This is an optimization exercise on Yosys and OpenROAD, whose aim is small area, not a production implementation. The RTL was checked by simulation tests, not by an equivalence proof against the original design. Power and IR drop assume default switching activity.

==> flow/design.v (excerpt) <==
module sdr_ctrl(
	input  wire clk,
	input  wire rst,
	input  wire        uart_rx,
	output wire        uart_tx,
	input  wire        stream_rx,
	output wire [31:0] fm_freq,
	output wire [31:0] am_freq,
	output wire [1:0]  chanel_am_fm,
	output wire        led1,
	output wire        z,
	output wire [31:0] sample_code,
	output wire [18:0] sram_a,
	output wire [15:0] sram_dout,
	input  wire [15:0] sram_din,
	output wire        sram_ce0,
	output wire        sram_we,
	output wire        sram_lb,
	output wire        sram_oe,
	output wire        sram_ub,
	input  wire        MISO_AT45,
	output wire        MOSI_AT45,
	output wire        SCLK_AT45,
	output wire        CS_AT45,
	input  wire [7:0]  flash_din,
	output wire        flash_fifo_rd,
	output wire        flash_write
);
Settings: LEC_CHECK=0, ABC_AREA=1, CAP_MARGIN=20, CORE_MARGIN=2, CORE_UTILIZATION=70, SLEW_MARGIN=20; clock period 10.0 ns.
standard.sh (not shown) runs the stock make flow with config.mk's settings and CLKGATE_MAP_FILE= SYNTH_SCRIPT=/design/flow/synth_recipe.tcl, a recipe that flattens the netlist after the stock synthesis.
==> flow/flow/run.sh <==
#!/bin/bash
# The standard layout (standard.sh) with these changes:
#  - synthesis optimizes and maps logic with flow/area.abc (two rounds of
#    &deepsyn, dch -f, amap) instead of ORFS's abc script, and leaves
#    adders to abc (ADDER_MAP_FILE empty). Registers are mapped before abc
#    and are untouched;
#  - port buffers are sky130_fd_sc_hd__buf_1;
#  - clock tree synthesis uses CTS_ARGS below (clkbuf_8, no dummy loads).
# Every tool writes its log under orfs/logs as in the standard flow; this
# script's own output and make's go to run_sh.log.
set -euo pipefail
exec > run_sh.log 2>&1
W=$(pwd)
{
  echo 'proc abc {args} {'
  echo '  set i [lsearch -exact $args -script]'
  echo "  if { \$i >= 0 } { lset args [expr {\$i + 1}] $W/flow/area.abc }"
  echo '  yosys abc {*}$args'
  echo '}'
  cat synth_recipe.tcl
} > my_synth.tcl
sed -e "s#SYNTH_SCRIPT=[^ ]*synth_recipe.tcl#SYNTH_SCRIPT=$W/my_synth.tcl ADDER_MAP_FILE=#" standard.sh > my_standard.sh
grep -q "SYNTH_SCRIPT=$W/my_synth.tcl ADDER_MAP_FILE=" my_standard.sh
export BUFFER_PORTS_ARGS="-buffer_cell sky130_fd_sc_hd__buf_1"
export CTS_ARGS="-sink_clustering_enable -repair_clock_nets -dont_use_dummy_load -buf_list sky130_fd_sc_hd__clkbuf_8 -sink_clustering_size 18 -sink_clustering_max_diameter 60"
bash my_standard.sh
==> flow/flow/area.abc <==
strash
&get -n
&deepsyn -T 60
&put
dch -f
amap
strash
&get -n
&deepsyn -T 30
&put
dch -f
amap
Rerun with:
--- a/flow/flow/run.sh
+++ b/flow/flow/run.sh
@@ -3,2 +3,2 @@
-#  - synthesis optimizes and maps logic with flow/area.abc (two rounds of
-#    &deepsyn, dch -f, amap) instead of ORFS's abc script, and leaves
+#  - synthesis optimizes and maps logic with flow/area.abc (&deepsyn, then
+#    two rounds of dch -f; amap) instead of ORFS's abc script, and leaves
==> flow/flow/area.abc (replaced) <==
strash
&get -n
&deepsyn -T 60
&put
dch -f
amap
strash
dc2
dch -f
amap
Settings changed: CORE_UTILIZATION 70 to 55.
- routed wire length came out higher by 3.6%
- worst setup slack degrades by 0.19 ns
- clock power barely changes
- global-route usage went down by 6.3 points
- count of clock-buffer cells in the layout rose by 1
- non-clock buffer count rose by 5
- hold slack got worse by 0.011 ns
- register-to-register slack loses 0.19 ns
Rerun with:
--- a/flow/flow/run.sh
+++ b/flow/flow/run.sh
@@ -3,2 +3,2 @@
-#  - synthesis optimizes and maps logic with flow/area.abc (&deepsyn, then
-#    two rounds of dch -f; amap) instead of ORFS's abc script, and leaves
+#  - synthesis optimizes and maps logic with flow/area.abc (two rounds of
+#    &deepsyn, dch -f, amap) instead of ORFS's abc script, and leaves
==> flow/flow/area.abc (replaced) <==
strash
&get -n
&deepsyn -T 60
&put
dch -f
amap
strash
&get -n
&deepsyn -T 30
&put
dch -f
amap
Fmax climbs by roughly a tenth.
Critical path depth does not change.
Via count drops by a few percent.
Power drops slightly.
Area after synthesis drops slightly.
Sequential share of layout area climbs by 0.50 points.
Die area drops slightly.
Rerun with:
--- a/flow/flow/run.sh
+++ b/flow/flow/run.sh
@@ -3,4 +3,3 @@
-#  - synthesis optimizes and maps logic with flow/area.abc (two rounds of
-#    &deepsyn, dch -f, amap) instead of ORFS's abc script, and leaves
-#    adders to abc (ADDER_MAP_FILE empty). Registers are mapped before abc
-#    and are untouched;
+#  - synthesis maps logic with flow/area.abc (two rounds of strash; dc2;
+#    dch -f; amap) instead of ORFS's abc script, and leaves adders to abc
+#    (ADDER_MAP_FILE empty). Registers are mapped before abc, untouched;
==> flow/flow/area.abc (replaced) <==
strash
dc2
dch -f
amap
strash
dc2
dch -f
amap
Settings changed: CORE_UTILIZATION 55 to 70.
Worst setup slack gets worse by 0.34 ns.
Non-clock buffer count rose by 4.
Utilization grows by 16 points.
Area after synthesis rises by 5.9%.
Cell count increases by 5.6%.
Power rises by 8.2%.
Register-to-register slack got worse by 0.34 ns.
Wire length increases by 9.9%.
Critical path depth rises by 6.
Die area fell by 16%.

## afterwards: timing with drivers on the ports
Ports are ideal in the flow. The routed layouts listed here were re-timed in OpenROAD. Step 1 sets driving cells, clkbuf_16 on the clock port and buf_2 on the other inputs (assumed; they add their load-dependent delay and slew). Step 2 times the ports against the registers' clock, not the clock port: input delays grow and output delays shrink by t, the midpoint of the rising clock arrivals with the driver on. a / b / c = no drivers / after step 1 / after step 2; a / b = the first two.
| run | t, ns | setup slack, ns | worst setup path at the end |
|---|---|---|---|
| the first run | 0.655 | 4.682 / 4.682 / 4.677 | input to register |
| the second run | 0.682 | 4.492 / 4.492 / 4.492 | register to register |
| the third run | 0.669 | 4.978 / 4.978 / 4.633 | input to register |
| the fourth run | 0.704 | 4.635 / 4.635 / 4.635 | register to register |
After both steps every run listed still meets setup and hold. For the third run, which loses most, drivers alone change the setup slack by 0.000 ns; drivers and shift together by -0.345 ns.
